What follows belongs to an exercise in optimizing a design on an open flow for small area; a production flow would make more cautious choices. Only simulation tests tie the RTL to the original design; equivalence was not proved.

File: flow/run.sh
#!/bin/bash
# synth_recipe.tcl (not shown) runs the flow's synth.tcl, then flattens the netlist and writes it again
# the make line also repeats each setting of config.mk as NAME=value (left out here)
make -C /OpenROAD-flow-scripts/flow DESIGN_CONFIG=/design/flow/config.mk WORK_HOME=/design/flow/orfs CLKGATE_MAP_FILE= SYNTH_SCRIPT=/design/flow/synth_recipe.tcl finish
File: flow/config.mk
export PLATFORM = sky130hd
export DESIGN_NAME = rx_descrambler
export DESIGN_NICKNAME = rx_descrambler
export VERILOG_FILES = /design/flow/design.v
export SDC_FILE = /design/flow/constraint.sdc
export NUM_CORES = 4
export LEC_CHECK = 0
export CAP_MARGIN = 20
export CORE_MARGIN = 2
export CORE_UTILIZATION = 40
export SLEW_MARGIN = 20
File: flow/constraint.sdc
create_clock -name core_clock -period 12.0 [get_ports {clk}]
set_input_delay 2.4000 -clock core_clock [delete_from_list [all_inputs] [get_ports {clk}]]
set_output_delay 2.4000 -clock core_clock [all_outputs]
set_load 0.01 [all_outputs]
File: flow/design.v
module LFSR_8(scrambler_reset, reset_n, pclk, data_out);
  input scrambler_reset, reset_n, pclk;
  output wire [7:0] data_out;
  reg [15:0] lfsr_q, lfsr_c;
  reg [7:0] data_c;
  wire [15:0] lfsr_e = scrambler_reset ? 16'hFFFF : lfsr_q;
  always @(*) begin
    lfsr_c[0] = lfsr_e[ 8];
    lfsr_c[1] = lfsr_e[ 9];
    lfsr_c[2] = lfsr_e[10];
    lfsr_c[3] = lfsr_e[ 8] ^ lfsr_e[11];
    lfsr_c[4] = lfsr_e[ 8] ^ lfsr_e[ 9] ^ lfsr_e[12];
    lfsr_c[5] = lfsr_e[ 8] ^ lfsr_e[ 9] ^ lfsr_e[10] ^ lfsr_e[13];
    lfsr_c[6] = lfsr_e[ 9] ^ lfsr_e[10] ^ lfsr_e[11] ^ lfsr_e[14];
    lfsr_c[7] = lfsr_e[10] ^ lfsr_e[11] ^ lfsr_e[12] ^ lfsr_e[15];
    lfsr_c[8] = lfsr_e[ 0] ^ lfsr_e[11] ^ lfsr_e[12] ^ lfsr_e[13];
    lfsr_c[9] = lfsr_e[ 1] ^ lfsr_e[12] ^ lfsr_e[13] ^ lfsr_e[14];
    lfsr_c[10] = lfsr_e[2] ^ lfsr_e[13] ^ lfsr_e[14] ^ lfsr_e[15];
    lfsr_c[11] = lfsr_e[3] ^ lfsr_e[14] ^ lfsr_e[15];
    lfsr_c[12] = lfsr_e[4] ^ lfsr_e[15];
    lfsr_c[13] = lfsr_e[5];
    lfsr_c[14] = lfsr_e[6];
    lfsr_c[15] = lfsr_e[7];
    data_c[0] = lfsr_e[15];
    data_c[1] = lfsr_e[14];
    data_c[2] = lfsr_e[13];
    data_c[3] = lfsr_e[12];
    data_c[4] = lfsr_e[11];
    data_c[5] = lfsr_e[10];
    data_c[6] = lfsr_e[9];
    data_c[7] = lfsr_e[8];
  end
  always @(posedge pclk or negedge reset_n)
    if(~reset_n) 
      lfsr_q <= 16'hFFFF; 
    else
      lfsr_q <= lfsr_c ;
	assign data_out = data_c;
endmodule
module LFSR_16(scrambler_reset, reset_n, pclk, data_out);
  input scrambler_reset, reset_n, pclk;
  output wire [15:0] data_out;
  reg [15:0] lfsr_q, lfsr_c;
  reg [15:0] data_c;
  wire [15:0] lfsr_e = scrambler_reset ? 16'hFFFF : lfsr_q;
  always @(*) begin
    lfsr_c[0] = lfsr_e[ 0] ^ lfsr_e[11] ^ lfsr_e[12] ^ lfsr_e[13];
    lfsr_c[1] = lfsr_e[ 1] ^ lfsr_e[12] ^ lfsr_e[13] ^ lfsr_e[14];
    lfsr_c[2] = lfsr_e[ 2] ^ lfsr_e[13] ^ lfsr_e[14] ^ lfsr_e[15];
    lfsr_c[3] = lfsr_e[ 0] ^ lfsr_e[ 3] ^ lfsr_e[11] ^ lfsr_e[12] ^ lfsr_e[13] ^ lfsr_e[14] ^ lfsr_e[15];
    lfsr_c[4] = lfsr_e[ 0] ^ lfsr_e[ 1] ^ lfsr_e[ 4] ^ lfsr_e[11] ^ lfsr_e[14] ^ lfsr_e[15];
    lfsr_c[5] = lfsr_e[ 0] ^ lfsr_e[ 1] ^ lfsr_e[ 2] ^ lfsr_e[ 5] ^ lfsr_e[11] ^ lfsr_e[13] ^ lfsr_e[15];
    lfsr_c[6] = lfsr_e[ 1] ^ lfsr_e[ 2] ^ lfsr_e[ 3] ^ lfsr_e[ 6] ^ lfsr_e[12] ^ lfsr_e[14];
    lfsr_c[7] = lfsr_e[ 2] ^ lfsr_e[ 3] ^ lfsr_e[ 4] ^ lfsr_e[ 7] ^ lfsr_e[13] ^ lfsr_e[15];
    lfsr_c[8] = lfsr_e[ 3] ^ lfsr_e[ 4] ^ lfsr_e[ 5] ^ lfsr_e[ 8] ^ lfsr_e[14];
    lfsr_c[9] = lfsr_e[ 4] ^ lfsr_e[ 5] ^ lfsr_e[ 6] ^ lfsr_e[ 9] ^ lfsr_e[15];
    lfsr_c[10] = lfsr_e[5] ^ lfsr_e[ 6] ^ lfsr_e[ 7] ^ lfsr_e[10];
    lfsr_c[11] = lfsr_e[6] ^ lfsr_e[ 7] ^ lfsr_e[ 8] ^ lfsr_e[11];
    lfsr_c[12] = lfsr_e[7] ^ lfsr_e[ 8] ^ lfsr_e[ 9] ^ lfsr_e[12];
    lfsr_c[13] = lfsr_e[8] ^ lfsr_e[ 9] ^ lfsr_e[10] ^ lfsr_e[13];
    lfsr_c[14] = lfsr_e[9] ^ lfsr_e[10] ^ lfsr_e[11] ^ lfsr_e[14];
    lfsr_c[15] = lfsr_e[10] ^ lfsr_e[11] ^ lfsr_e[12] ^ lfsr_e[15];
    data_c[0] = lfsr_e[15];
    data_c[1] = lfsr_e[14];
    data_c[2] = lfsr_e[13];
    data_c[3] = lfsr_e[12];
    data_c[4] = lfsr_e[11];
    data_c[5] = lfsr_e[10];
    data_c[6] = lfsr_e[9];
    data_c[7] = lfsr_e[8];
    data_c[8] = lfsr_e[7];
    data_c[9] = lfsr_e[6];
    data_c[10] = lfsr_e[5];
    data_c[11] = lfsr_e[4] ^ lfsr_e[15];
    data_c[12] = lfsr_e[3] ^ lfsr_e[14] ^ lfsr_e[15];
    data_c[13] = lfsr_e[2] ^ lfsr_e[13] ^ lfsr_e[14] ^ lfsr_e[15];
    data_c[14] = lfsr_e[1] ^ lfsr_e[12] ^ lfsr_e[13] ^ lfsr_e[14];
    data_c[15] = lfsr_e[0] ^ lfsr_e[11] ^ lfsr_e[12] ^ lfsr_e[13];
  end
  always @(posedge pclk or negedge reset_n)
    if(~reset_n) 
      lfsr_q <= 16'hFFFF;
    else
      lfsr_q <= lfsr_c ;
	assign data_out = data_c;
endmodule
module LFSR_32(scrambler_reset, reset_n, pclk, data_out);
  input scrambler_reset, reset_n, pclk;
  output wire [31:0] data_out;
  reg [15:0] lfsr_q, lfsr_c;
  reg [31:0] data_c;
  wire [15:0] lfsr_e = scrambler_reset ? 16'hFFFF : lfsr_q;
  always @(*) begin
    lfsr_c[0]  = lfsr_e[0] ^ lfsr_e[6] ^ lfsr_e[ 8] ^ lfsr_e[10];
    lfsr_c[1]  = lfsr_e[1] ^ lfsr_e[7] ^ lfsr_e[ 9] ^ lfsr_e[11];
    lfsr_c[2]  = lfsr_e[2] ^ lfsr_e[8] ^ lfsr_e[10] ^ lfsr_e[12];
    lfsr_c[3]  = lfsr_e[3] ^ lfsr_e[6] ^ lfsr_e[ 8] ^ lfsr_e[ 9] ^ lfsr_e[10] ^ lfsr_e[11] ^ lfsr_e[13];
    lfsr_c[4]  = lfsr_e[4] ^ lfsr_e[6] ^ lfsr_e[ 7] ^ lfsr_e[ 8] ^ lfsr_e[ 9] ^ lfsr_e[11] ^ lfsr_e[12] ^ lfsr_e[14];
    lfsr_c[5]  = lfsr_e[5] ^ lfsr_e[6] ^ lfsr_e[ 7] ^ lfsr_e[ 9] ^ lfsr_e[12] ^ lfsr_e[13] ^ lfsr_e[15];
    lfsr_c[6]  = lfsr_e[0] ^ lfsr_e[6] ^ lfsr_e[ 7] ^ lfsr_e[ 8] ^ lfsr_e[10] ^ lfsr_e[13] ^ lfsr_e[14];
    lfsr_c[7]  = lfsr_e[1] ^ lfsr_e[7] ^ lfsr_e[ 8] ^ lfsr_e[ 9] ^ lfsr_e[11] ^ lfsr_e[14] ^ lfsr_e[15];
    lfsr_c[8]  = lfsr_e[0] ^ lfsr_e[2] ^ lfsr_e[ 8] ^ lfsr_e[ 9] ^ lfsr_e[10] ^ lfsr_e[12] ^ lfsr_e[15];
    lfsr_c[9]  = lfsr_e[1] ^ lfsr_e[3] ^ lfsr_e[ 9] ^ lfsr_e[10] ^ lfsr_e[11] ^ lfsr_e[13];
    lfsr_c[10] = lfsr_e[0] ^ lfsr_e[2] ^ lfsr_e[ 4] ^ lfsr_e[10] ^ lfsr_e[11] ^ lfsr_e[12] ^ lfsr_e[14];
    lfsr_c[11] = lfsr_e[1] ^ lfsr_e[3] ^ lfsr_e[ 5] ^ lfsr_e[11] ^ lfsr_e[12] ^ lfsr_e[13] ^ lfsr_e[15];
    lfsr_c[12] = lfsr_e[2] ^ lfsr_e[4] ^ lfsr_e[ 6] ^ lfsr_e[12] ^ lfsr_e[13] ^ lfsr_e[14];
    lfsr_c[13] = lfsr_e[3] ^ lfsr_e[5] ^ lfsr_e[ 7] ^ lfsr_e[13] ^ lfsr_e[14] ^ lfsr_e[15];
    lfsr_c[14] = lfsr_e[4] ^ lfsr_e[6] ^ lfsr_e[ 8] ^ lfsr_e[14] ^ lfsr_e[15];
    lfsr_c[15] = lfsr_e[5] ^ lfsr_e[7] ^ lfsr_e[ 9] ^ lfsr_e[15];
    data_c[0]  = lfsr_e[15];
    data_c[1]  = lfsr_e[14];
    data_c[2]  = lfsr_e[13];
    data_c[3]  = lfsr_e[12];
    data_c[4]  = lfsr_e[11];
    data_c[5]  = lfsr_e[10];
    data_c[6]  = lfsr_e[ 9];
    data_c[7]  = lfsr_e[ 8];
    data_c[8]  = lfsr_e[ 7];
    data_c[9]  = lfsr_e[ 6];
    data_c[10] = lfsr_e[ 5];
    data_c[11] = lfsr_e[ 4] ^ lfsr_e[15];
    data_c[12] = lfsr_e[ 3] ^ lfsr_e[14] ^ lfsr_e[15];
    data_c[13] = lfsr_e[ 2] ^ lfsr_e[13] ^ lfsr_e[14] ^ lfsr_e[15];
    data_c[14] = lfsr_e[ 1] ^ lfsr_e[12] ^ lfsr_e[13] ^ lfsr_e[14];
    data_c[15] = lfsr_e[ 0] ^ lfsr_e[11] ^ lfsr_e[12] ^ lfsr_e[13];
    data_c[16] = lfsr_e[10] ^ lfsr_e[11] ^ lfsr_e[12] ^ lfsr_e[15];
    data_c[17] = lfsr_e[ 9] ^ lfsr_e[10] ^ lfsr_e[11] ^ lfsr_e[14];
    data_c[18] = lfsr_e[ 8] ^ lfsr_e[ 9] ^ lfsr_e[10] ^ lfsr_e[13];
    data_c[19] = lfsr_e[ 7] ^ lfsr_e[ 8] ^ lfsr_e[ 9] ^ lfsr_e[12];
    data_c[20] = lfsr_e[ 6] ^ lfsr_e[ 7] ^ lfsr_e[ 8] ^ lfsr_e[11];
    data_c[21] = lfsr_e[ 5] ^ lfsr_e[ 6] ^ lfsr_e[ 7] ^ lfsr_e[10];
    data_c[22] = lfsr_e[ 4] ^ lfsr_e[ 5] ^ lfsr_e[ 6] ^ lfsr_e[ 9] ^ lfsr_e[15];
    data_c[23] = lfsr_e[ 3] ^ lfsr_e[ 4] ^ lfsr_e[ 5] ^ lfsr_e[ 8] ^ lfsr_e[14];
    data_c[24] = lfsr_e[ 2] ^ lfsr_e[ 3] ^ lfsr_e[ 4] ^ lfsr_e[ 7] ^ lfsr_e[13] ^ lfsr_e[15];
    data_c[25] = lfsr_e[ 1] ^ lfsr_e[ 2] ^ lfsr_e[ 3] ^ lfsr_e[ 6] ^ lfsr_e[12] ^ lfsr_e[14];
    data_c[26] = lfsr_e[ 0] ^ lfsr_e[ 1] ^ lfsr_e[ 2] ^ lfsr_e[ 5] ^ lfsr_e[11] ^ lfsr_e[13] ^ lfsr_e[15];
    data_c[27] = lfsr_e[ 0] ^ lfsr_e[ 1] ^ lfsr_e[ 4] ^ lfsr_e[10] ^ lfsr_e[12] ^ lfsr_e[14];
    data_c[28] = lfsr_e[ 0] ^ lfsr_e[ 3] ^ lfsr_e[ 9] ^ lfsr_e[11] ^ lfsr_e[13];
    data_c[29] = lfsr_e[ 2] ^ lfsr_e[ 8] ^ lfsr_e[10] ^ lfsr_e[12];
    data_c[30] = lfsr_e[ 1] ^ lfsr_e[ 7] ^ lfsr_e[ 9] ^ lfsr_e[11];
    data_c[31] = lfsr_e[ 0] ^ lfsr_e[ 6] ^ lfsr_e[ 8] ^ lfsr_e[10];
  end
  always @(posedge pclk or negedge reset_n) 
	begin
		if(!reset_n)
			lfsr_q <= 16'hFFFF;
		else
			lfsr_q <= lfsr_c ;
	end
  assign data_out = data_c;
endmodule
module LFSR_8_gen3 #(parameter [23:0] seedValue = 24'h1dbfbc) (scrambler_reset, reset_n, pclk, data_out);
  input scrambler_reset, reset_n, pclk;
  output wire [7:0] data_out;
  reg [22:0] lfsr_q,lfsr_c;
  reg [7:0] data_c;
  wire [22:0] lfsr_e = scrambler_reset ? seedValue[22:0] : lfsr_q;
  always @(*) begin
    lfsr_c[0] = lfsr_e[15] ^  lfsr_e[17] ^ lfsr_e[19] ^ lfsr_e[21] ^ lfsr_e[22];
    lfsr_c[1] = lfsr_e[16] ^  lfsr_e[18] ^ lfsr_e[20] ^ lfsr_e[22];
    lfsr_c[2] = lfsr_e[15] ^  lfsr_e[22];
    lfsr_c[3] = lfsr_e[16];
    lfsr_c[4] = lfsr_e[17];
    lfsr_c[5] = lfsr_e[15] ^  lfsr_e[17] ^ lfsr_e[18] ^ lfsr_e[19] ^ lfsr_e[21] ^ lfsr_e[22];
    lfsr_c[6] = lfsr_e[16] ^  lfsr_e[18] ^ lfsr_e[19] ^ lfsr_e[20] ^ lfsr_e[22];
    lfsr_c[7] = lfsr_e[17] ^  lfsr_e[19] ^ lfsr_e[20] ^ lfsr_e[21];
    lfsr_c[8] =  lfsr_e[0] ^  lfsr_e[15] ^ lfsr_e[17] ^ lfsr_e[18] ^ lfsr_e[19] ^ lfsr_e[20];
    lfsr_c[9] =  lfsr_e[1] ^  lfsr_e[16] ^ lfsr_e[18] ^ lfsr_e[19] ^ lfsr_e[20] ^ lfsr_e[21];
    lfsr_c[10] = lfsr_e[2] ^  lfsr_e[17] ^ lfsr_e[19] ^ lfsr_e[20] ^ lfsr_e[21] ^ lfsr_e[22];
    lfsr_c[11] = lfsr_e[3] ^  lfsr_e[18] ^ lfsr_e[20] ^ lfsr_e[21] ^ lfsr_e[22];
    lfsr_c[12] = lfsr_e[4] ^  lfsr_e[19] ^ lfsr_e[21] ^ lfsr_e[22];
    lfsr_c[13] = lfsr_e[5] ^  lfsr_e[20] ^ lfsr_e[22];
    lfsr_c[14] = lfsr_e[6] ^  lfsr_e[21];
    lfsr_c[15] = lfsr_e[7] ^  lfsr_e[22];
    lfsr_c[16] = lfsr_e[8] ^  lfsr_e[15] ^ lfsr_e[17] ^ lfsr_e[19] ^ lfsr_e[21] ^ lfsr_e[22];
    lfsr_c[17] = lfsr_e[9] ^  lfsr_e[16] ^ lfsr_e[18] ^ lfsr_e[20] ^ lfsr_e[22];
    lfsr_c[18] = lfsr_e[10] ^ lfsr_e[17] ^ lfsr_e[19] ^ lfsr_e[21];
    lfsr_c[19] = lfsr_e[11] ^ lfsr_e[18] ^ lfsr_e[20] ^ lfsr_e[22];
    lfsr_c[20] = lfsr_e[12] ^ lfsr_e[19] ^ lfsr_e[21];
    lfsr_c[21] = lfsr_e[13] ^ lfsr_e[15] ^ lfsr_e[17] ^ lfsr_e[19] ^ lfsr_e[20] ^ lfsr_e[21];
    lfsr_c[22] = lfsr_e[14] ^ lfsr_e[16] ^ lfsr_e[18] ^ lfsr_e[20] ^ lfsr_e[21] ^ lfsr_e[22];
    data_c[0] = lfsr_e[22];
    data_c[1] = lfsr_e[21];
    data_c[2] = lfsr_e[20] ^ lfsr_e[22];
    data_c[3] = lfsr_e[19] ^ lfsr_e[21];
    data_c[4] = lfsr_e[18] ^ lfsr_e[20] ^ lfsr_e[22];
    data_c[5] = lfsr_e[17] ^ lfsr_e[19] ^ lfsr_e[21];
    data_c[6] = lfsr_e[16] ^ lfsr_e[18] ^ lfsr_e[20] ^ lfsr_e[22];
    data_c[7] = lfsr_e[15] ^ lfsr_e[17] ^ lfsr_e[19] ^ lfsr_e[21] ^ lfsr_e[22];
  end
  always @(posedge pclk or negedge reset_n) begin
    if(~reset_n) 
      lfsr_q <= seedValue[22:0]; 
    else
      lfsr_q <= lfsr_c ;
  end
  assign data_out = data_c;
endmodule
module LFSR_16_gen3 #(parameter [23:0] seedValue = 24'h1dbfbc) (scrambler_reset, reset_n, pclk, data_out);
  input scrambler_reset, reset_n, pclk;
  output wire [15:0] data_out;
  reg [22:0] lfsr_q,lfsr_c;
  reg [15:0] data_c;
  wire [22:0] lfsr_e = scrambler_reset ? seedValue[22:0] : lfsr_q;
  always @(*) begin
    lfsr_c[0] =  lfsr_e[7] ^   lfsr_e[9] ^ lfsr_e[11] ^ lfsr_e[13] ^ lfsr_e[14] ^ lfsr_e[15] ^ lfsr_e[17] ^ lfsr_e[18] ^ lfsr_e[19];
    lfsr_c[1] =  lfsr_e[8] ^  lfsr_e[10] ^ lfsr_e[12] ^ lfsr_e[14] ^ lfsr_e[15] ^ lfsr_e[16] ^ lfsr_e[18] ^ lfsr_e[19] ^ lfsr_e[20];
    lfsr_c[2] =  lfsr_e[7] ^  lfsr_e[14] ^ lfsr_e[16] ^ lfsr_e[18] ^ lfsr_e[20] ^ lfsr_e[21];
    lfsr_c[3] =  lfsr_e[8] ^  lfsr_e[15] ^ lfsr_e[17] ^ lfsr_e[19] ^ lfsr_e[21] ^ lfsr_e[22];
    lfsr_c[4] =  lfsr_e[9] ^  lfsr_e[16] ^ lfsr_e[18] ^ lfsr_e[20] ^ lfsr_e[22];
    lfsr_c[5] =  lfsr_e[7] ^   lfsr_e[9] ^ lfsr_e[10] ^ lfsr_e[11] ^ lfsr_e[13] ^ lfsr_e[14] ^ lfsr_e[15] ^ lfsr_e[18] ^ lfsr_e[21];
    lfsr_c[6] =  lfsr_e[8] ^  lfsr_e[10] ^ lfsr_e[11] ^ lfsr_e[12] ^ lfsr_e[14] ^ lfsr_e[15] ^ lfsr_e[16] ^ lfsr_e[19] ^ lfsr_e[22];
    lfsr_c[7] =  lfsr_e[9] ^  lfsr_e[11] ^ lfsr_e[12] ^ lfsr_e[13] ^ lfsr_e[15] ^ lfsr_e[16] ^ lfsr_e[17] ^ lfsr_e[20];
    lfsr_c[8] =  lfsr_e[7] ^   lfsr_e[9] ^ lfsr_e[10] ^ lfsr_e[11] ^ lfsr_e[12] ^ lfsr_e[15] ^ lfsr_e[16] ^ lfsr_e[19] ^ lfsr_e[21];
    lfsr_c[9] =  lfsr_e[8] ^  lfsr_e[10] ^ lfsr_e[11] ^ lfsr_e[12] ^ lfsr_e[13] ^ lfsr_e[16] ^ lfsr_e[17] ^ lfsr_e[20] ^ lfsr_e[22];
    lfsr_c[10] = lfsr_e[9] ^  lfsr_e[11] ^ lfsr_e[12] ^ lfsr_e[13] ^ lfsr_e[14] ^ lfsr_e[17] ^ lfsr_e[18] ^ lfsr_e[21];
    lfsr_c[11] = lfsr_e[10] ^ lfsr_e[12] ^ lfsr_e[13] ^ lfsr_e[14] ^ lfsr_e[15] ^ lfsr_e[18] ^ lfsr_e[19] ^ lfsr_e[22];
    lfsr_c[12] = lfsr_e[11] ^ lfsr_e[13] ^ lfsr_e[14] ^ lfsr_e[15] ^ lfsr_e[16] ^ lfsr_e[19] ^ lfsr_e[20];
    lfsr_c[13] = lfsr_e[12] ^ lfsr_e[14] ^ lfsr_e[15] ^ lfsr_e[16] ^ lfsr_e[17] ^ lfsr_e[20] ^ lfsr_e[21];
    lfsr_c[14] = lfsr_e[13] ^ lfsr_e[15] ^ lfsr_e[16] ^ lfsr_e[17] ^ lfsr_e[18] ^ lfsr_e[21] ^ lfsr_e[22];
    lfsr_c[15] = lfsr_e[14] ^ lfsr_e[16] ^ lfsr_e[17] ^ lfsr_e[18] ^ lfsr_e[19] ^ lfsr_e[22];
    lfsr_c[16] = lfsr_e[0] ^   lfsr_e[7] ^  lfsr_e[9] ^ lfsr_e[11] ^ lfsr_e[13] ^ lfsr_e[14] ^ lfsr_e[20];
    lfsr_c[17] = lfsr_e[1] ^   lfsr_e[8] ^ lfsr_e[10] ^ lfsr_e[12] ^ lfsr_e[14] ^ lfsr_e[15] ^ lfsr_e[21];
    lfsr_c[18] = lfsr_e[2] ^   lfsr_e[9] ^ lfsr_e[11] ^ lfsr_e[13] ^ lfsr_e[15] ^ lfsr_e[16] ^ lfsr_e[22];
    lfsr_c[19] = lfsr_e[3] ^  lfsr_e[10] ^ lfsr_e[12] ^ lfsr_e[14] ^ lfsr_e[16] ^ lfsr_e[17];
    lfsr_c[20] = lfsr_e[4] ^  lfsr_e[11] ^ lfsr_e[13] ^ lfsr_e[15] ^ lfsr_e[17] ^ lfsr_e[18];
    lfsr_c[21] = lfsr_e[5] ^   lfsr_e[7] ^  lfsr_e[9] ^ lfsr_e[11] ^ lfsr_e[12] ^ lfsr_e[13] ^ lfsr_e[15] ^ lfsr_e[16] ^ lfsr_e[17];
    lfsr_c[22] = lfsr_e[6] ^   lfsr_e[8] ^ lfsr_e[10] ^ lfsr_e[12] ^ lfsr_e[13] ^ lfsr_e[14] ^ lfsr_e[16] ^ lfsr_e[17] ^ lfsr_e[18];
    data_c[0] =  lfsr_e[22];
    data_c[1] =  lfsr_e[21];
    data_c[2] =  lfsr_e[20] ^ lfsr_e[22];
    data_c[3] =  lfsr_e[19] ^ lfsr_e[21];
    data_c[4] =  lfsr_e[18] ^ lfsr_e[20] ^ lfsr_e[22];
    data_c[5] =  lfsr_e[17] ^ lfsr_e[19] ^ lfsr_e[21];
    data_c[6] =  lfsr_e[16] ^ lfsr_e[18] ^ lfsr_e[20] ^ lfsr_e[22];
    data_c[7] =  lfsr_e[15] ^ lfsr_e[17] ^ lfsr_e[19] ^ lfsr_e[21] ^ lfsr_e[22];
    data_c[8] =  lfsr_e[14] ^ lfsr_e[16] ^ lfsr_e[18] ^ lfsr_e[20] ^ lfsr_e[21] ^ lfsr_e[22];
    data_c[9] =  lfsr_e[13] ^ lfsr_e[15] ^ lfsr_e[17] ^ lfsr_e[19] ^ lfsr_e[20] ^ lfsr_e[21];
    data_c[10] = lfsr_e[12] ^ lfsr_e[14] ^ lfsr_e[16] ^ lfsr_e[18] ^ lfsr_e[19] ^ lfsr_e[20] ^ lfsr_e[22];
    data_c[11] = lfsr_e[11] ^ lfsr_e[13] ^ lfsr_e[15] ^ lfsr_e[17] ^ lfsr_e[18] ^ lfsr_e[19] ^ lfsr_e[21] ^ lfsr_e[22];
    data_c[12] = lfsr_e[10] ^ lfsr_e[12] ^ lfsr_e[14] ^ lfsr_e[16] ^ lfsr_e[17] ^ lfsr_e[18] ^ lfsr_e[20] ^ lfsr_e[21] ^ lfsr_e[22];
    data_c[13] =  lfsr_e[9] ^ lfsr_e[11] ^ lfsr_e[13] ^ lfsr_e[15] ^ lfsr_e[16] ^ lfsr_e[17] ^ lfsr_e[19] ^ lfsr_e[20] ^ lfsr_e[21];
    data_c[14] =  lfsr_e[8] ^ lfsr_e[10] ^ lfsr_e[12] ^ lfsr_e[14] ^ lfsr_e[15] ^ lfsr_e[16] ^ lfsr_e[18] ^ lfsr_e[19] ^ lfsr_e[20];
    data_c[15] =  lfsr_e[7] ^  lfsr_e[9] ^ lfsr_e[11] ^ lfsr_e[13] ^ lfsr_e[14] ^ lfsr_e[15] ^ lfsr_e[17] ^ lfsr_e[18] ^ lfsr_e[19];
  end
  always @(posedge pclk or negedge reset_n) begin
    if(~reset_n) 
      lfsr_q <= seedValue[22:0]; 
    else
      lfsr_q <= lfsr_c ;
  end
  assign data_out = data_c;
endmodule
module LFSR_32_gen3 #(parameter [23:0] seedValue = 24'h1dbfbc) (scrambler_reset, reset_n, pclk, data_out);
  input scrambler_reset, reset_n, pclk;
  output wire [31:0] data_out;
  reg [22:0] lfsr_q,lfsr_c;
  reg [31:0] data_c;
  wire [22:0] lfsr_e = scrambler_reset ? seedValue[22:0] : lfsr_q;
  always @(*) begin
    lfsr_c[0] =  lfsr_e[1] ^ lfsr_e[2] ^ lfsr_e[3] ^ lfsr_e[11] ^ lfsr_e[13] ^ lfsr_e[14] ^ lfsr_e[16] ^ lfsr_e[18] ^ lfsr_e[20] ^ lfsr_e[21] ^ lfsr_e[22];
    lfsr_c[1] =  lfsr_e[0] ^ lfsr_e[2] ^ lfsr_e[3] ^  lfsr_e[4] ^ lfsr_e[12] ^ lfsr_e[14] ^ lfsr_e[15] ^ lfsr_e[17] ^ lfsr_e[19] ^ lfsr_e[21] ^ lfsr_e[22];
    lfsr_c[2] =  lfsr_e[0] ^ lfsr_e[2] ^ lfsr_e[4] ^  lfsr_e[5] ^ lfsr_e[11] ^ lfsr_e[14] ^ lfsr_e[15] ^ lfsr_e[21];
    lfsr_c[3] =  lfsr_e[1] ^ lfsr_e[3] ^ lfsr_e[5] ^  lfsr_e[6] ^ lfsr_e[12] ^ lfsr_e[15] ^ lfsr_e[16] ^ lfsr_e[22];
    lfsr_c[4] =  lfsr_e[0] ^ lfsr_e[2] ^ lfsr_e[4] ^  lfsr_e[6] ^  lfsr_e[7] ^ lfsr_e[13] ^ lfsr_e[16] ^ lfsr_e[17];
    lfsr_c[5] =  lfsr_e[2] ^ lfsr_e[5] ^ lfsr_e[7] ^  lfsr_e[8] ^ lfsr_e[11] ^ lfsr_e[13] ^ lfsr_e[16] ^ lfsr_e[17] ^ lfsr_e[20] ^ lfsr_e[21] ^ lfsr_e[22];
    lfsr_c[6] =  lfsr_e[0] ^ lfsr_e[3] ^ lfsr_e[6] ^  lfsr_e[8] ^  lfsr_e[9] ^ lfsr_e[12] ^ lfsr_e[14] ^ lfsr_e[17] ^ lfsr_e[18] ^ lfsr_e[21] ^ lfsr_e[22];
    lfsr_c[7] =  lfsr_e[0] ^ lfsr_e[1] ^ lfsr_e[4] ^  lfsr_e[7] ^  lfsr_e[9] ^ lfsr_e[10] ^ lfsr_e[13] ^ lfsr_e[15] ^ lfsr_e[18] ^ lfsr_e[19] ^ lfsr_e[22];
    lfsr_c[8] =  lfsr_e[0] ^ lfsr_e[3] ^ lfsr_e[5] ^  lfsr_e[8] ^ lfsr_e[10] ^ lfsr_e[13] ^ lfsr_e[18] ^ lfsr_e[19] ^ lfsr_e[21] ^ lfsr_e[22];
    lfsr_c[9] =  lfsr_e[0] ^ lfsr_e[1] ^ lfsr_e[4] ^  lfsr_e[6] ^  lfsr_e[9] ^ lfsr_e[11] ^ lfsr_e[14] ^ lfsr_e[19] ^ lfsr_e[20] ^ lfsr_e[22];
    lfsr_c[10] = lfsr_e[1] ^ lfsr_e[2] ^ lfsr_e[5] ^  lfsr_e[7] ^ lfsr_e[10] ^ lfsr_e[12] ^ lfsr_e[15] ^ lfsr_e[20] ^ lfsr_e[21];
    lfsr_c[11] = lfsr_e[2] ^ lfsr_e[3] ^ lfsr_e[6] ^  lfsr_e[8] ^ lfsr_e[11] ^ lfsr_e[13] ^ lfsr_e[16] ^ lfsr_e[21] ^ lfsr_e[22];
    lfsr_c[12] = lfsr_e[0] ^ lfsr_e[3] ^ lfsr_e[4] ^  lfsr_e[7] ^  lfsr_e[9] ^ lfsr_e[12] ^ lfsr_e[14] ^ lfsr_e[17] ^ lfsr_e[22];
    lfsr_c[13] = lfsr_e[0] ^ lfsr_e[1] ^ lfsr_e[4] ^  lfsr_e[5] ^  lfsr_e[8] ^ lfsr_e[10] ^ lfsr_e[13] ^ lfsr_e[15] ^ lfsr_e[18];
    lfsr_c[14] = lfsr_e[0] ^ lfsr_e[1] ^ lfsr_e[2] ^  lfsr_e[5] ^  lfsr_e[6] ^  lfsr_e[9] ^ lfsr_e[11] ^ lfsr_e[14] ^ lfsr_e[16] ^ lfsr_e[19];
    lfsr_c[15] = lfsr_e[0] ^ lfsr_e[1] ^ lfsr_e[2] ^  lfsr_e[3] ^  lfsr_e[6] ^  lfsr_e[7] ^ lfsr_e[10] ^ lfsr_e[12] ^ lfsr_e[15] ^ lfsr_e[17] ^ lfsr_e[20];
    lfsr_c[16] = lfsr_e[4] ^ lfsr_e[7] ^ lfsr_e[8] ^ lfsr_e[14] ^ lfsr_e[20] ^ lfsr_e[22];
    lfsr_c[17] = lfsr_e[5] ^ lfsr_e[8] ^ lfsr_e[9] ^ lfsr_e[15] ^ lfsr_e[21];
    lfsr_c[18] = lfsr_e[0] ^ lfsr_e[6] ^ lfsr_e[9] ^ lfsr_e[10] ^ lfsr_e[16] ^ lfsr_e[22];
    lfsr_c[19] = lfsr_e[0] ^ lfsr_e[1] ^ lfsr_e[7] ^ lfsr_e[10] ^ lfsr_e[11] ^ lfsr_e[17];
    lfsr_c[20] = lfsr_e[1] ^ lfsr_e[2] ^ lfsr_e[8] ^ lfsr_e[11] ^ lfsr_e[12] ^ lfsr_e[18];
    lfsr_c[21] = lfsr_e[0] ^ lfsr_e[1] ^ lfsr_e[9] ^ lfsr_e[11] ^ lfsr_e[12] ^ lfsr_e[14] ^ lfsr_e[16] ^ lfsr_e[18] ^ lfsr_e[19] ^ lfsr_e[20] ^ lfsr_e[21] ^ lfsr_e[22];
    lfsr_c[22] = lfsr_e[0] ^ lfsr_e[1] ^ lfsr_e[2] ^ lfsr_e[10] ^ lfsr_e[12] ^ lfsr_e[13] ^ lfsr_e[15] ^ lfsr_e[17] ^ lfsr_e[19] ^ lfsr_e[20] ^ lfsr_e[21] ^ lfsr_e[22];
    data_c[0] =  lfsr_e[22];
    data_c[1] =  lfsr_e[21];
    data_c[2] =  lfsr_e[20] ^ lfsr_e[22];
    data_c[3] =  lfsr_e[19] ^ lfsr_e[21];
    data_c[4] =  lfsr_e[18] ^ lfsr_e[20] ^ lfsr_e[22];
    data_c[5] =  lfsr_e[17] ^ lfsr_e[19] ^ lfsr_e[21];
    data_c[6] =  lfsr_e[16] ^ lfsr_e[18] ^ lfsr_e[20] ^ lfsr_e[22];
    data_c[7] =  lfsr_e[15] ^ lfsr_e[17] ^ lfsr_e[19] ^ lfsr_e[21] ^ lfsr_e[22];
    data_c[8] =  lfsr_e[14] ^ lfsr_e[16] ^ lfsr_e[18] ^ lfsr_e[20] ^ lfsr_e[21] ^ lfsr_e[22];
    data_c[9] =  lfsr_e[13] ^ lfsr_e[15] ^ lfsr_e[17] ^ lfsr_e[19] ^ lfsr_e[20] ^ lfsr_e[21];
    data_c[10] = lfsr_e[12] ^ lfsr_e[14] ^ lfsr_e[16] ^ lfsr_e[18] ^ lfsr_e[19] ^ lfsr_e[20] ^ lfsr_e[22];
    data_c[11] = lfsr_e[11] ^ lfsr_e[13] ^ lfsr_e[15] ^ lfsr_e[17] ^ lfsr_e[18] ^ lfsr_e[19] ^ lfsr_e[21] ^ lfsr_e[22];
    data_c[12] = lfsr_e[10] ^ lfsr_e[12] ^ lfsr_e[14] ^ lfsr_e[16] ^ lfsr_e[17] ^ lfsr_e[18] ^ lfsr_e[20] ^ lfsr_e[21] ^ lfsr_e[22];
    data_c[13] =  lfsr_e[9] ^ lfsr_e[11] ^ lfsr_e[13] ^ lfsr_e[15] ^ lfsr_e[16] ^ lfsr_e[17] ^ lfsr_e[19] ^ lfsr_e[20] ^ lfsr_e[21];
    data_c[14] =  lfsr_e[8] ^ lfsr_e[10] ^ lfsr_e[12] ^ lfsr_e[14] ^ lfsr_e[15] ^ lfsr_e[16] ^ lfsr_e[18] ^ lfsr_e[19] ^ lfsr_e[20];
    data_c[15] =  lfsr_e[7] ^  lfsr_e[9] ^ lfsr_e[11] ^ lfsr_e[13] ^ lfsr_e[14] ^ lfsr_e[15] ^ lfsr_e[17] ^ lfsr_e[18] ^ lfsr_e[19];
    data_c[16] =  lfsr_e[6] ^  lfsr_e[8] ^ lfsr_e[10] ^ lfsr_e[12] ^ lfsr_e[13] ^ lfsr_e[14] ^ lfsr_e[16] ^ lfsr_e[17] ^ lfsr_e[18];
    data_c[17] =  lfsr_e[5] ^  lfsr_e[7] ^  lfsr_e[9] ^ lfsr_e[11] ^ lfsr_e[12] ^ lfsr_e[13] ^ lfsr_e[15] ^ lfsr_e[16] ^ lfsr_e[17];
    data_c[18] =  lfsr_e[4] ^  lfsr_e[6] ^  lfsr_e[8] ^ lfsr_e[10] ^ lfsr_e[11] ^ lfsr_e[12] ^ lfsr_e[14] ^ lfsr_e[15] ^ lfsr_e[16];
    data_c[19] =  lfsr_e[3] ^  lfsr_e[5] ^  lfsr_e[7] ^  lfsr_e[9] ^ lfsr_e[10] ^ lfsr_e[11] ^ lfsr_e[13] ^ lfsr_e[14] ^ lfsr_e[15];
    data_c[20] =  lfsr_e[2] ^  lfsr_e[4] ^  lfsr_e[6] ^  lfsr_e[8] ^  lfsr_e[9] ^ lfsr_e[10] ^ lfsr_e[12] ^ lfsr_e[13] ^ lfsr_e[14] ^ lfsr_e[22];
    data_c[21] =  lfsr_e[1] ^  lfsr_e[3] ^  lfsr_e[5] ^  lfsr_e[7] ^  lfsr_e[8] ^  lfsr_e[9] ^ lfsr_e[11] ^ lfsr_e[12] ^ lfsr_e[13] ^ lfsr_e[21];
    data_c[22] =  lfsr_e[0] ^  lfsr_e[2] ^  lfsr_e[4] ^  lfsr_e[6] ^  lfsr_e[7] ^  lfsr_e[8] ^ lfsr_e[10] ^ lfsr_e[11] ^ lfsr_e[12] ^ lfsr_e[20] ^ lfsr_e[22];
    data_c[23] =  lfsr_e[1] ^  lfsr_e[3] ^  lfsr_e[5] ^  lfsr_e[6] ^  lfsr_e[7] ^  lfsr_e[9] ^ lfsr_e[10] ^ lfsr_e[11] ^ lfsr_e[19] ^ lfsr_e[21] ^ lfsr_e[22];
    data_c[24] =  lfsr_e[0] ^  lfsr_e[2] ^  lfsr_e[4] ^  lfsr_e[5] ^  lfsr_e[6] ^  lfsr_e[8] ^  lfsr_e[9] ^ lfsr_e[10] ^ lfsr_e[18] ^ lfsr_e[20] ^ lfsr_e[21];
    data_c[25] =  lfsr_e[1] ^  lfsr_e[3] ^  lfsr_e[4] ^  lfsr_e[5] ^  lfsr_e[7] ^  lfsr_e[8] ^  lfsr_e[9] ^ lfsr_e[17] ^ lfsr_e[19] ^ lfsr_e[20] ^ lfsr_e[22];
    data_c[26] =  lfsr_e[0] ^  lfsr_e[2] ^  lfsr_e[3] ^  lfsr_e[4] ^  lfsr_e[6] ^  lfsr_e[7] ^  lfsr_e[8] ^ lfsr_e[16] ^ lfsr_e[18] ^ lfsr_e[19] ^ lfsr_e[21];
    data_c[27] =  lfsr_e[1] ^  lfsr_e[2] ^  lfsr_e[3] ^  lfsr_e[5] ^  lfsr_e[6] ^  lfsr_e[7] ^ lfsr_e[15] ^ lfsr_e[17] ^ lfsr_e[18] ^ lfsr_e[20] ^ lfsr_e[22];
    data_c[28] =  lfsr_e[0] ^  lfsr_e[1] ^  lfsr_e[2] ^  lfsr_e[4] ^  lfsr_e[5] ^  lfsr_e[6] ^ lfsr_e[14] ^ lfsr_e[16] ^ lfsr_e[17] ^ lfsr_e[19] ^ lfsr_e[21];
    data_c[29] =  lfsr_e[0] ^  lfsr_e[1] ^  lfsr_e[3] ^  lfsr_e[4] ^  lfsr_e[5] ^ lfsr_e[13] ^ lfsr_e[15] ^ lfsr_e[16] ^ lfsr_e[18] ^ lfsr_e[20] ^ lfsr_e[22];
    data_c[30] =  lfsr_e[0] ^  lfsr_e[2] ^  lfsr_e[3] ^  lfsr_e[4] ^ lfsr_e[12] ^ lfsr_e[14] ^ lfsr_e[15] ^ lfsr_e[17] ^ lfsr_e[19] ^ lfsr_e[21] ^ lfsr_e[22];
    data_c[31] =  lfsr_e[1] ^  lfsr_e[2] ^  lfsr_e[3] ^ lfsr_e[11] ^ lfsr_e[13] ^ lfsr_e[14] ^ lfsr_e[16] ^ lfsr_e[18] ^ lfsr_e[20] ^ lfsr_e[21] ^ lfsr_e[22];
  end
  always @(posedge pclk or negedge reset_n) begin
    if(~reset_n) 
      lfsr_q <= seedValue[22:0]; 
    else
      lfsr_q <= lfsr_c ;
  end
  assign data_out = data_c;
endmodule
module Master(input wire clk, input wire reset, input wire turnOff, input wire [1:0]syncHeader, input wire [5:0]PIPEWIDTH, input wire [31:0]masterData, input [2:0]GEN,
		output wire patternReset, output wire [1:0]LFSRSel, output wire [3:0]advance, output reg [3:0]descramblingEnable);
	localparam SKP = 28, COM = 188, SKPGEN3 = 8'hAA, EIEOS = 8'h00, TS1 = 8'h1E, TS2 = 8'h2D;
	localparam os = 2'b00, osInside = 2'b01, data = 2'b10;
	reg [1:0]state;
	reg ptrnReset, ptrnResetGEN3, EIEOSFlag, dataFlag;
	reg [3:0]write, writeGEN3;
	reg EIEOSFlag_q, dataFlag_q;
	reg [3:0]writeGEN3_q, descramblingEnable_q;
	always@(posedge clk or negedge reset)
		if(!reset)
			begin
			EIEOSFlag_q <= 0;
			dataFlag_q <= 0;
			writeGEN3_q <= 4'hF;
			descramblingEnable_q <= 0;
			end
		else
			begin
			EIEOSFlag_q <= EIEOSFlag;
			dataFlag_q <= dataFlag;
			writeGEN3_q <= writeGEN3;
			descramblingEnable_q <= descramblingEnable;
			end
	always@*
		if(turnOff)	 
			begin
			ptrnReset = 1;
			write = 4'hF;
			end
		else
			begin	
			write = 4'hF;
			ptrnReset = 0;
			if(masterData[7:0] == COM || masterData[15:8] == COM || masterData[23:16] == COM || masterData[31:24] == COM)
				ptrnReset = 1;
			if(masterData[7:0] == SKP)
				write[0] = 0; 
			if(masterData[15:8] == SKP)
				write[1] = 0;
			if(masterData[23:16] == SKP)
				write[2] = 0;
			if(masterData[31:24] == SKP)
				write[3] = 0;
			end
	always@*
		begin
		if(syncHeader == 2'b10)
			begin
			state = os;
			dataFlag = 0;
			end
		else if(syncHeader == 2'b01)
			begin
			state = data;
			dataFlag = 1;
			end
		else
			begin
			dataFlag = dataFlag_q;
			state = (dataFlag)? data:osInside;
			end
		writeGEN3 = writeGEN3_q;
		ptrnResetGEN3 = 0;
		descramblingEnable = descramblingEnable_q;
		EIEOSFlag = EIEOSFlag_q;
		case(state)
			os: 
				begin
				writeGEN3 = 4'hF;
				ptrnResetGEN3 = 0;
				descramblingEnable = 0;
				EIEOSFlag = 0;
				if (masterData[7:0]==TS1 || masterData[15:8]==TS1 || masterData[23:16]==TS1 || masterData[31:24]==TS1)
					descramblingEnable = ~{masterData[31:24]==TS1, masterData[23:16]==TS1, masterData[15:8]==TS1, masterData[7:0]==TS1};
				else if (masterData[7:0]==TS2 || masterData[15:8]==TS2 || masterData[23:16]==TS2 || masterData[31:24]==TS2)
					descramblingEnable = ~{masterData[31:24]==TS2, masterData[23:16]==TS2, masterData[15:8]==TS2, masterData[7:0]==TS2};
				else if(masterData[7:0] == EIEOS || ((masterData[15:8] == EIEOS)&&PIPEWIDTH>=16) || ((masterData[23:16] == EIEOS || masterData[31:24] == EIEOS)&&PIPEWIDTH==32))
					EIEOSFlag = 1;
				else if(masterData[7:0] == SKPGEN3)
					writeGEN3 = ~{masterData[31:24]==SKPGEN3, masterData[23:16]==SKPGEN3, masterData[15:8]==SKPGEN3, masterData[7:0]==SKPGEN3};
				end
			osInside:
				begin
				ptrnResetGEN3 = (EIEOSFlag_q)? 1:0;
				writeGEN3 = (writeGEN3_q == 4'hF)? writeGEN3_q : 4'b0;
				descramblingEnable = (descramblingEnable_q == 0)? 0 : 4'hF;
				end
			data: 
				begin
				EIEOSFlag = 0;
				ptrnResetGEN3 = 0;
				writeGEN3 = 4'hF;
				descramblingEnable = 4'b1111;
				end
			default: ;
		endcase
		end
	assign LFSRSel = (PIPEWIDTH == 8)?	0 : 
					 (PIPEWIDTH == 16)?	1 : 2;
	assign advance = (GEN < 3)? write:writeGEN3;
	assign patternReset = (GEN < 3)? ptrnReset:ptrnResetGEN3;
endmodule
module Descrambler #(parameter [23:0] seedValue = 24'h1dbfbc) (input wire clk, input wire reset, input wire turnOff, input wire PIPEDataValid, input wire [1:0]PIPESyncHeader, input wire [5:0]PIPEWIDTH,
					input wire [31:0]PIPEData, input wire [3:0]PIPEDataK, input [2:0]GEN, output wire descramblerDataValid,
					output wire [1:0]descramblerSyncHeader, output wire [31:0]descramblerData, output wire [3:0]descramblerDataK);
	wire patternReset;
	wire [3:0]advance;
	wire [1:0]lfsrSel;
	wire [3:0]descramblingEnable;
	wire [31:0]lfsrOut_8, lfsrOut_16, lfsrOut_32, lfsrOut_8_gen3, lfsrOut_16_gen3, lfsrOut_32_gen3;
	reg [7:0] reg1, reg2, reg3, reg4;
	reg [7:0] hold1, hold2, hold3, hold4;	 
	reg [31:0]data, lfsrOut;
	LFSR_8 lfsr_8(.scrambler_reset(patternReset), .reset_n(reset), .pclk(clk), .data_out(lfsrOut_8[7:0]));
	LFSR_16 lfsr_16(.scrambler_reset(patternReset), .reset_n(reset), .pclk(clk), .data_out(lfsrOut_16[15:0]));
	LFSR_32 lfsr_32(.scrambler_reset(patternReset), .reset_n(reset), .pclk(clk), .data_out(lfsrOut_32));
	LFSR_8_gen3 #(.seedValue(seedValue)) lfsr_8_gen3(.scrambler_reset(patternReset), .reset_n(reset), .pclk(clk), .data_out(lfsrOut_8_gen3[7:0]));
	LFSR_16_gen3 #(.seedValue(seedValue)) lfsr_16_gen3(.scrambler_reset(patternReset), .reset_n(reset), .pclk(clk), .data_out(lfsrOut_16_gen3[15:0]));
	LFSR_32_gen3 #(.seedValue(seedValue)) lfsr_32_gen3(.scrambler_reset(patternReset), .reset_n(reset), .pclk(clk), .data_out(lfsrOut_32_gen3));		
	assign lfsrOut_8[31:8] = 24'b0;
	assign lfsrOut_16[31:16] = 16'b0;
	assign lfsrOut_8_gen3[31:8] = 24'b0;
	assign lfsrOut_16_gen3[31:16] = 16'b0;
	Master master(.clk(clk), .reset(reset), .turnOff(turnOff), .syncHeader(PIPESyncHeader), .PIPEWIDTH(PIPEWIDTH), .masterData(PIPEData), .GEN(GEN),
					.patternReset(patternReset), .LFSRSel(lfsrSel), .advance(advance), .descramblingEnable(descramblingEnable));
	always@*
		if(GEN < 3) 
		begin
			if(lfsrSel == 0)
				lfsrOut = lfsrOut_8;
			else if(lfsrSel == 1)
				lfsrOut = lfsrOut_16;
			else 
				lfsrOut = lfsrOut_32;
		end
		else 
		begin
			if(lfsrSel == 0)
				lfsrOut = lfsrOut_8_gen3;
			else if(lfsrSel == 1)
				lfsrOut = lfsrOut_16_gen3;
			else 
				lfsrOut = lfsrOut_32_gen3;
		end
	always@(posedge clk or negedge reset)
		if(!reset)
			begin
			hold1 <= 0;
			hold2 <= 0;
			hold3 <= 0;
			hold4 <= 0;
			end
		else 
			begin
			hold1 <= reg1;
			hold2 <= reg2;
			hold3 <= reg3;
			hold4 <= reg4;
			end
	always@*
		begin
		reg1 = (advance[0] == 1)? lfsrOut[7:0] : hold1;
		reg2 = (advance[1] == 1)? lfsrOut[15:8] : hold2;
		reg3 = (advance[2] == 1)? lfsrOut[23:16] : hold3;
		reg4 = (advance[3] == 1)? lfsrOut[31:24] : hold4;
		end
	always@*
		begin
			if(GEN < 3)
			begin
				if(PIPEDataK[0] == 0)
					data[7:0] = reg1 ^ PIPEData[7:0];
				else
					data[7:0] = PIPEData[7:0];
				if(PIPEDataK[1] == 0)
					data[15:8] = reg2 ^ PIPEData[15:8];
				else 
					data[15:8] = PIPEData[15:8];
				if(PIPEDataK[2] == 0)
					data[23:16] = reg3 ^ PIPEData[23:16];
				else 
					data[23:16] = PIPEData[23:16];
				if(PIPEDataK[3] == 0)
					data[31:24] = reg4 ^ PIPEData[31:24];
				else 
					data[31:24] = PIPEData[31:24];
			end
			else
			begin
				if(descramblingEnable[0])
					data[7:0] = reg1 ^ PIPEData[7:0];
				else
					data[7:0] = PIPEData[7:0];
				if(descramblingEnable[1])
					data[15:8] = reg2 ^ PIPEData[15:8];
				else 
					data[15:8] = PIPEData[15:8];
				if(descramblingEnable[2])
					data[23:16] = reg3 ^ PIPEData[23:16];
				else 
					data[23:16] = PIPEData[23:16];
				if(descramblingEnable[3])
					data[31:24] = reg4 ^ PIPEData[31:24];
				else 
					data[31:24] = PIPEData[31:24];
			end
		end
	assign descramblerData =  (turnOff == 1 && GEN < 3)? PIPEData :  
							  (PIPEWIDTH == 8)? {24'b0, data[7:0]} : 
							  (PIPEWIDTH == 16)? {16'b0, data[15:0]} :
							  (PIPEWIDTH == 32)? data : 32'b0;
	assign descramblerDataK = PIPEDataK;	
	assign descramblerDataValid = PIPEDataValid;
	assign descramblerSyncHeader = PIPESyncHeader;
endmodule
module PIPE_Rx_Data #(parameter GEN1_PIPEWIDTH = 8, parameter GEN2_PIPEWIDTH = 16, parameter GEN3_PIPEWIDTH = 32, parameter GEN4_PIPEWIDTH = 8,
					 parameter GEN5_PIPEWIDTH = 8)(input wire reset, input wire clk, input wire [2:0]GEN, input wire PhyStatus, input wire RxValid,
												input wire RxStartBlock, input wire [2:0]RxStatus, input wire [1:0]RxSyncHeader, input wire RxElectricalIdle,
												input wire [31:0]RxData, input wire [3:0]RxDataK, output wire [1:0]PIPESyncHeader, output [5:0]PIPEWIDTH,
												output wire PIPEElectricalIdle, output wire PIPEDataValid, output wire [31:0]PIPEData, output wire [3:0]PIPEDataK);
	reg  dataValid, dataValid_next;
	reg [1:0]syncHeader, syncHeader_next;
	reg [5:0] pipeWidth;
	reg [31:0] data, data_next;
	reg [3:0]dataK, dataK_next;
	always@(posedge clk or negedge reset)
	if(!reset)
	begin
		data <= 0;
		dataK <= 0;
		dataValid <= 0;
		syncHeader <= 0;
	end
	else 
	begin
		data <= data_next;
		dataK <= dataK_next;
		dataValid <= dataValid_next;
		syncHeader <= syncHeader_next;
	end
	always@*
		begin
		if(RxStatus == 0)
			dataValid_next = RxValid;
		else 
			dataValid_next = 0;
		if(RxStartBlock == 1)
			syncHeader_next = RxSyncHeader;
		else 
			syncHeader_next = 0;
		if(GEN == 1)
			begin
			data_next = RxData[GEN1_PIPEWIDTH-1:0];
			dataK_next = RxDataK[(GEN1_PIPEWIDTH/8)-1:0];
			pipeWidth = GEN1_PIPEWIDTH;
			end
		else if(GEN == 2)
			begin
			data_next = RxData[GEN2_PIPEWIDTH-1:0];
			dataK_next = RxDataK[(GEN2_PIPEWIDTH/8)-1:0];
			pipeWidth = GEN2_PIPEWIDTH;
			end
		else if(GEN == 3)
			begin
			data_next = RxData[GEN3_PIPEWIDTH-1:0];
			dataK_next = RxDataK[(GEN3_PIPEWIDTH/8)-1:0];
			pipeWidth = GEN3_PIPEWIDTH;
			end
		else if(GEN == 4)
			begin
			data_next = RxData[GEN4_PIPEWIDTH-1:0];
			dataK_next = RxDataK[(GEN4_PIPEWIDTH/8)-1:0];
			pipeWidth = GEN4_PIPEWIDTH;
			end
		else if(GEN == 5)
			begin
			data_next = RxData[GEN5_PIPEWIDTH-1:0];
			dataK_next = RxDataK[(GEN5_PIPEWIDTH/8)-1:0];
			pipeWidth = GEN5_PIPEWIDTH;
			end
		else 
			begin
			data_next = 0;
			dataK_next = 0;
			pipeWidth = 0;
			end
		end
	assign PIPEData = data_next;
	assign PIPEDataK = dataK_next;
	assign PIPEWIDTH = pipeWidth;
	assign PIPEDataValid = dataValid_next;
	assign PIPESyncHeader = syncHeader_next;
	assign PIPEElectricalIdle = RxElectricalIdle;
endmodule
module rx_descrambler (
	input  wire         clk,
	input  wire         rst_n,
	input  wire [2:0]   gen,
	input  wire         turn_off,
	input  wire [7:0]   rx_valid,
	input  wire [7:0]   rx_start_block,
	input  wire [23:0]  rx_status,
	input  wire [15:0]  rx_sync_header,
	input  wire [255:0] rx_data,
	input  wire [31:0]  rx_datak,
	output wire [7:0]   out_valid,
	output wire [15:0]  out_sync_header,
	output wire [255:0] out_data,
	output wire [31:0]  out_datak
);
	parameter GEN1_PIPEWIDTH = 8, GEN2_PIPEWIDTH = 16, GEN3_PIPEWIDTH = 32, GEN4_PIPEWIDTH = 8, GEN5_PIPEWIDTH = 8;
	wire [5:0] PIPEWIDTH [0:7];
	wire [255:0] PIPEData;
	wire [31:0] PIPEDataK;
	wire [7:0] PIPEDataValid;
	wire [15:0] PIPESyncHeader;
	localparam [191:0] seedValue = {24'h1bb807, 24'h0277ce, 24'h19cfc9, 24'h010f12, 24'h18c0db, 24'h1ec760, 24'h0607bb, 24'h1dbfbc};
	genvar i;
	generate
		for(i=0; i<8; i=i+1)
			begin : lane
			localparam integer j = i*2;
			localparam integer k = i*3;
			localparam integer l = i*4;
			localparam integer m = i*32;
			localparam integer s = i*24;
			wire elecIdle;
			PIPE_Rx_Data #(.GEN1_PIPEWIDTH(GEN1_PIPEWIDTH), .GEN2_PIPEWIDTH(GEN2_PIPEWIDTH), .GEN3_PIPEWIDTH(GEN3_PIPEWIDTH), .GEN4_PIPEWIDTH(GEN4_PIPEWIDTH),
						.GEN5_PIPEWIDTH(GEN5_PIPEWIDTH))
						PIPE(.reset(rst_n), .clk(clk), .GEN(gen), .RxValid(rx_valid[i]), .RxStatus(rx_status[k+:3]), .PhyStatus(1'b0), .RxElectricalIdle(1'b0),
							.RxData(rx_data[m+:32]), .RxDataK(rx_datak[l+:4]), .RxStartBlock(rx_start_block[i]), .RxSyncHeader(rx_sync_header[j+:2]), .PIPEWIDTH(PIPEWIDTH[i]),
							.PIPESyncHeader(PIPESyncHeader[j+:2]), .PIPEDataValid(PIPEDataValid[i]), .PIPEData(PIPEData[m+:32]), .PIPEDataK(PIPEDataK[l+:4]), .PIPEElectricalIdle(elecIdle));
			Descrambler #(.seedValue(seedValue[s+:24])) descrambler(.clk(clk), .reset(rst_n), .turnOff(turn_off), .PIPEDataValid(PIPEDataValid[i]), .PIPEWIDTH(PIPEWIDTH[i]),
								.PIPESyncHeader(PIPESyncHeader[j+:2]), .PIPEData(PIPEData[m+:32]), .PIPEDataK(PIPEDataK[l+:4]), .GEN(gen),
								.descramblerDataValid(out_valid[i]), .descramblerData(out_data[m+:32]), .descramblerDataK(out_datak[l+:4]),
								.descramblerSyncHeader(out_sync_header[j+:2]));
			end
	endgenerate
endmodule
==> metrics.cfg <==
[status]
status=no timing/DRC/antenna violations

[setup_path]
cp-start-kind=input port
cp_slowest_cell=nor3_1
arrival_ps=8120
path_max_fanout=32
timing.critical_path.buf_inv=2
r2r-start=lane[6].descrambler.lfsr_32_gen3.lfsr_q[22]$_DFF_PN0_
cp.depth=12
critPathMostFrequentCell=o21ai_0
ff2ff_setup_slack_ps=8360
critPathCaptureType=output port
critPathKind=input port to output port
setup.worst_path.end=out_data[0]
slowest_delay_ps=710
reg2reg_depth=6
r2r_end=lane[6].descrambler.hold1[7]$_DFF_PN0_
required_ps=9600
worstSetupStartpoint=gen[2]
path_delay_family=compound AO/OA/AOI/OAI gates
cp_cell_sequence=buf_4, or3_4, nand2_4, nor3_1, nand4b_1, o21ai_1, a21boi_4, o21ai_0, o21ai_0, o31a_1, o21ai_0, clkdlybuf4s50_1

[timing]
post-route-min-period_ps=10520
setup_tns_ps=0
post-route-period-util_pct=87.7
relSlewSlack_pct=22.8
worst_slew_pin_slew_ps=1140
setup_viol=0
fmax_ghz=0.0951
finalClockSkew_ps=31.8
drv_slew=0
rsz0062_at_grt=no
hold_viol_final=0

[cts]
numCtsBuffers=148
postCtsSetupRepairBufs=0
clock_path_buffers=3
ctsResizeCount=0
cts_root_buffer=clkbuf_16
clkLatencyLatePin_ps=830
cts_num_sinks=1203
path_clk_slew_ps=60
ctsHoldBuffers=0
cts_tree=yes
htree_levels=4

[synth]
postSynthCellCount=9806
yosys_warnings=38
synthesis.nets=10200
synth_seq_area_share_pct=34.5
ys_types=114
synth_flop_cell=dfstp_2
synth_edf_count=0
ys_ff_latch=1203
syn_avg_cell_area_sq_um=9.13
synth_area_sq_um=89500
synthArstFlopShare_pct=100

[worst_hold_path]
worstHoldPathType=flop to flop

[layout]
fin_area_sq_um=104000
nets=10400
drive_above_1_share_pct=13.1
final_common_cell=xnor2_1
syn2layout_area_growth_pct=15.6
final_cell_mix=xnor2_1 (2570), xor2_1 (1032), nor2_1 (830)

[route]
wl_mm=352
first_pass_iters=6
postRouteAntennaNets=0
routed-via-count=72500
vias_per_cell=5.53
drt_iter0_drc=6690
wl_per_cell_microns=26.9
route.detailed.drc=0

[placement]
gp_congestion=0.977
place_area_sq_um=98300
io_buffer_count=661
dpl.hpwl_mm=263

[global_routing]
grt_max_degree=159
grt_pass1_vias=73200
grt-ovfl-total=0
grt_pass1_wl_mm=514
antenna_found_initial=18
track_usage_pct=30.1

[flow_run]
cap_violations=0

[floorplanning]
coreArea_sq_um=222000
io_pins=662
die-area_sq_um=228000
die_h_microns=477
std_cell_rows=173
initial_utilization_pct=40.3
die_x_microns=477

-- worst min path at each step --
| stage | endpoint | startpoint | depth (start not counted) |
|---|---|---|---|
| 6_report | lane[5].descrambler.hold2[2]$_DFF_PN0_ | lane[5].descrambler.hold2[2]$_DFF_PN0_ | 2 |
| 3_3_place_gp | lane[0].descrambler.hold3[2]$_DFF_PN0_ | lane[0].descrambler.hold3[2]$_DFF_PN0_ | 2 |
| 5_1_grt | lane[4].descrambler.lfsr_8.lfsr_q[14]$_DFF_PN1_ | lane[4].descrambler.lfsr_8.lfsr_q[6]$_DFF_PN1_ | 1 |
| 2_1_floorplan | lane[0].descrambler.hold3[2]$_DFF_PN0_ | lane[0].descrambler.hold3[2]$_DFF_PN0_ | 2 |
| 4_1_cts | lane[0].descrambler.hold3[2]$_DFF_PN0_ | lane[0].descrambler.hold3[2]$_DFF_PN0_ | 2 |
| 3_5_place_dp | lane[0].descrambler.hold3[2]$_DFF_PN0_ | lane[0].descrambler.hold3[2]$_DFF_PN0_ | 2 |
-- metal layers --
layer | vias up | share of wire [%] | track usage, %
li1 | 32400 | - | -
met1 | 36600 | 42 | 40.0
met2 | 2838 | 45 | 47.0
met3 | 667 | 6.9 | 5.21
met4 | 0 | 5.5 | 15.2
met5 | - | 0 | 0
-- cells in the mapped netlist, types with 94 or more instances --
master    instances  area share [%]
o21ai_0         411             2.3
xnor2_1        2570              25
xor2_1         1033              10
clkbuf_1        592             2.5
dfstp_2         656              19
mux2i_1         120             1.3
and2_1           94            0.66
mux2_2          155             1.9
nor2_1          838             3.5
nand2_1         778             3.3
a21oi_1         293             1.6
dfrtp_1         547              15
inv_1           173            0.73
-- layout make-up --
type | instances | area [sq um]
antenna | 10 | 25.0
clock buffer | 207 | 4250
clock inverter | 67 | 947
fill | 21200 | 119000
inverter | 177 | 664
multi-input combinational | 7685 | 55300
sequential | 1203 | 30900
tap | 2975 | 3720
timing repair buffer | 784 | 7720
-- tightest hold or removal path: stages (launching register included) --
cell and delay, ps:
dfrtp_1 320, a21oi_1 70, inv_1 50
-- flip-flops by register name, indices dropped and copies added (netlist names) --
signal                                        cells
lane.descrambler.lfsr_8_gen3.lfsr_q             184
lane.descrambler.lfsr_32.lfsr_q                 128
lane.descrambler.hold4                           64
lane.descrambler.master.descramblingEnable_q     32
lane.descrambler.master.EIEOSFlag_q               8
lane.descrambler.lfsr_16.lfsr_q                 128
lane.descrambler.hold2                           64
lane.descrambler.lfsr_16_gen3.lfsr_q            115
lane.descrambler.lfsr_32_gen3.lfsr_q            184
lane.descrambler.lfsr_8.lfsr_q                  128
lane.descrambler.hold3                           64
lane.descrambler.master.writeGEN3_q              32
lane.descrambler.hold1                           64
lane.descrambler.master.dataFlag_q                8
-- logic make-up after synthesis --
logic type | after synthesis | synth area share [%]
mux | 278 | 3.34
simple gates | 2523 | 13.6
compound gates | 1252 | 8.74
buf+inv | 918 | 4.01
xor+xnor | 3616 | 35.6
flops | 1203 | 34.5
fa+ha+maj | 16 | 0.224
-- stage by stage --
step / hold WS (ps) / utilization (%) / cells / worst slack [ps]
after CTS: 469 / 46.5 / 13100 / 1680
after global placement: 448 / 44.2 / 12800 / 1650
after global routing: 483 / 46.6 / 13100 / 1360
after floorplan: 429 / - / 9806 / 4330
final: 472 / 46.6 / 13100 / 1480
after detailed placement: 455 / 44.2 / 12800 / 1690

[afterwards: timing with drivers on the ports]
The flow's constraints put no driver on any port. The routed layout listed below was extracted and timed again, unchanged, in two steps. Step 1 (the two cells are an assumption about what drives the block):
set clk [get_ports {clk}]
set_driving_cell -lib_cell sky130_fd_sc_hd__clkbuf_16 $clk
set_driving_cell -lib_cell sky130_fd_sc_hd__buf_2 [delete_from_list [all_inputs] $clk]
Step 2 times the ports against the registers' clock, not the clock port: input delays grow and output delays shrink by t, the midpoint of the rising clock arrivals with the driver on. Three values: ideal ports, drivers, drivers and shift; two values: the first two.
t, ns: 0.918
slack for setup (ns): 1.482 / 1.450 / 1.450
worst hold slack (ns): 0.472 / 0.472 / 0.472
worst setup path after step 2: input to output
After both steps setup and hold are still met in this run. For this run, drivers alone change the setup slack by -0.032 ns; drivers and shift together by -0.032 ns.
